This design comes from an exercise in tuning for small area and a short achievable clock period on the open sky130 flow, not from production work. Function was checked by simulation only, so behaviour that the tests miss may differ from the original.

==> job 3414 <==
## Datapath
module Datapath(Clk, Reset, PC_Counter, IM_out, DMem_Addr, DMem_WData, DMem_WMask, DMem_Read, DMem_RData,
                Reg_Write, RegWrite_or, Write_Reg);
==> flow/config.mk <==
export PLATFORM = sky130hd
export DESIGN_NAME = Datapath
export DESIGN_NICKNAME = Datapath
export VERILOG_FILES = /design/flow/design.v
export SDC_FILE = /design/flow/constraint.sdc
export NUM_CORES = 4
export LEC_CHECK = 0
export CAP_MARGIN = 30
export CORE_MARGIN = 2
export CORE_UTILIZATION = 60
export CTS_BUF_LIST = sky130_fd_sc_hd__clkbuf_8
export SLEW_MARGIN = 30
export SYNTH_HIERARCHICAL = 1
export SYNTH_MINIMUM_KEEP_SIZE = 0
==> flow/constraint.sdc <==
create_clock -name core_clock -period 25.0 [get_ports {Clk}]
set_input_delay 5.0000 -clock core_clock [delete_from_list [all_inputs] [get_ports {Clk}]]
set_output_delay 5.0000 -clock core_clock [all_outputs]
set_load 0.01 [all_outputs]
standard.sh (not shown) runs the stock make flow with config.mk's settings and CLKGATE_MAP_FILE= SYNTH_SCRIPT=/design/flow/synth_recipe.tcl, a recipe that flattens the netlist after the stock synthesis.
==> flow/flow/run.sh <==
#!/bin/bash
# The standard layout (standard.sh: the standard flow's synthesis and ORFS flow, unchanged
# scripts), with two layout settings given through the environment:
#  - the port buffers that buffer_ports inserts on every input and output are
#    buf_2 cells instead of the default delay-buffer cells.
# The make/ORFS output goes to standard.log here; ORFS's per-step logs are in
# orfs/logs/.
set -euo pipefail
export SETUP_SLACK_MARGIN=7
export BUFFER_PORTS_ARGS="-buffer_cell sky130_fd_sc_hd__buf_2"
bash standard.sh > standard.log 2>&1
==> inputs of job 7256, as changes to job 3414 <==
--- a/flow/flow/run.sh
+++ b/flow/flow/run.sh
@@ -8,3 +8,3 @@
 set -euo pipefail
-export SETUP_SLACK_MARGIN=7
+export SETUP_SLACK_MARGIN=8
 export BUFFER_PORTS_ARGS="-buffer_cell sky130_fd_sc_hd__buf_2"
==> summary.txt <==
Placement
  – Placed insts: 9481

Worst setup path
  – Critical Path Slowest Stage Cell: fa_1
  – Reg-to-reg endpoint: Hi[13]
  – Max incr delay on CP: 0.53 ns

Outcome
  – Outcome: timing/DRC/antenna clean

Final layout
  – Diode count: 18

Timing
  – Final setup margin: 7.57 ns
The numbers above come from job 7256.

==> summary.txt <==
Outcome
  – Outcome: timing/DRC/antenna clean

Placement
  – Placed insts: 9483

Worst setup path
  – Max incr delay on CP: 0.54 ns
  – Critical Path Slowest Stage Cell: nand2b_2
  – Reg-to-reg endpoint: Hi[21]

GRT
  – Initial antenna violation count: 27

Final layout
  – Diode count: 13

Route
  – Wl on met1: about 130000 um

Timing
  – Final setup margin: a little under 7 ns
The numbers above come from job 3414.


---

==> trial 47: inputs <==
Starting RTL as in the previous note.
Settings: LEC_CHECK=0, CAP_MARGIN=30, CORE_MARGIN=2, CORE_UTILIZATION=60, CTS_BUF_LIST=sky130_fd_sc_hd__clkbuf_8, SLEW_MARGIN=30, SYNTH_HIERARCHICAL=1, SYNTH_MINIMUM_KEEP_SIZE=0; clock period 25.0 ns.
==> flow/flow/run.sh <==
#!/bin/bash
# The standard layout (standard.sh: the standard flow's synthesis and ORFS flow, unchanged
# scripts), with two layout settings given through the environment:
#  - the port buffers that buffer_ports inserts on every input and output are
#    buf_2 cells instead of the default delay-buffer cells.
# The make/ORFS output goes to standard.log here; ORFS's per-step logs are in
# orfs/logs/.
set -euo pipefail
export SETUP_SLACK_MARGIN=7.5
export BUFFER_PORTS_ARGS="-buffer_cell sky130_fd_sc_hd__buf_2"
bash standard.sh > standard.log 2>&1
==> trial 8: changes against trial 47 <==
==> flow/run.sh (new file) <==
#!/bin/bash
# synth_recipe.tcl (not shown) runs the flow's synth.tcl, then flattens the netlist and writes it again
# the make line also repeats each setting of config.mk as NAME=value (left out here)
make -C /OpenROAD-flow-scripts/flow DESIGN_CONFIG=/design/flow/config.mk WORK_HOME=/design/flow/orfs CLKGATE_MAP_FILE= SYNTH_SCRIPT=/design/flow/synth_recipe.tcl finish
CTS_BUF_LIST = unset   (was sky130_fd_sc_hd__clkbuf_8)
SETUP_SLACK_MARGIN = 5   (was unset)
removed: flow/flow/run.sh
removed: flow/standard.sh
==> impl.org <==
** Timing
- Setup slack on the critical path of the routed design comes to 5.036 ns.
- Across the routed clock network, the largest skew measured is 0.07667 ns.
- Min Clock Period, post-route :: 19.96 ns

** Final layout
- Finished Layout Cells :: 9707

** Routing
- WL per Instance :: 39.54 µm
- Detailed routing placed a total of 54920 µm of wire on met3.
- Wire segments on met2 add up to 165100 µm in the final route.
- The detailed router placed 74080 vias in this run.

** CTS
- Once the clock tree was built, the setup fixing pass inserted 0 buffers.
- The tree is rooted in a sky130_fd_sc_hd__clkbuf_16.

** Critical path
- In this run the number of cells on the critical path is 27.
- The worst register-to-register path has a setup slack of 13.09 ns.
- Of all nets on the critical path, the largest fanout is 19.

** Status
- The run finished with no timing, DRC or antenna violations.

** Global routing
- For this run, global-route usage on met2 was measured as 0.7076.
- Entering global routing, the biggest net connects 92 pins.
- Combined global-route utilization of all metal layers :: 0.4842
The numbers above come from trial 8.

==> impl.org <==
** Status
- Result of the run :: complete, no violations

** Critical path
- Across all register-to-register paths, the minimum setup slack is 13.89 ns.
- Total number of cells along the worst setup path :: 28

** Global routing
- Pin count of the biggest net entering global routing :: 73
- For met2 alone, demand over resource in global routing was 0.7311.

** Timing
- Final worst clock skew :: 0.09439 ns
- Setup slack closes at 7.339 ns.

** Routing
- Summed over all nets, wire length on met2 after detailed routing comes to 172000 µm.
- WL per Instance :: 40.38 µm

** CTS
- Clock tree root driver cell :: sky130_fd_sc_hd__clkbuf_8
- After clock tree synthesis, the setup repair step added 78 buffers.

** Final layout
- For this run, the number of standard cells in the final layout without fillers is 10050.
The numbers above come from trial 47.

## re-timing with driven ports
How much do the figures lean on ideal ports? The routed layouts below were timed once more, with nothing changed but the port constraints.
Step 1, drivers: a clkbuf_16 drives Clk and a buf_2 each remaining input, both assumed.
Step 2 moves the port delays by t, midway between the first and last clock arrival at a register: inputs arrive t later, outputs are due t later. That takes back most of the time a late clock gives input paths.
Three values: ideal, step 1, step 2; two values: the first two.
run	t (ns)	setup WS [ns]	cell pins on the clock port's net
job 3414	1.015	6.918 / 6.707 / 6.707	1
job 7256	1.020	7.571 / 7.288 / 7.288	1
trial 47	1.020	7.339 / 7.050 / 7.050	1
trial 8	0.839	5.036 / 5.010 / 5.010	1
After both steps every run listed still meets setup and hold. For trial 47, which loses most, drivers alone change the setup slack by -0.289 ns; drivers and shift together by -0.289 ns.
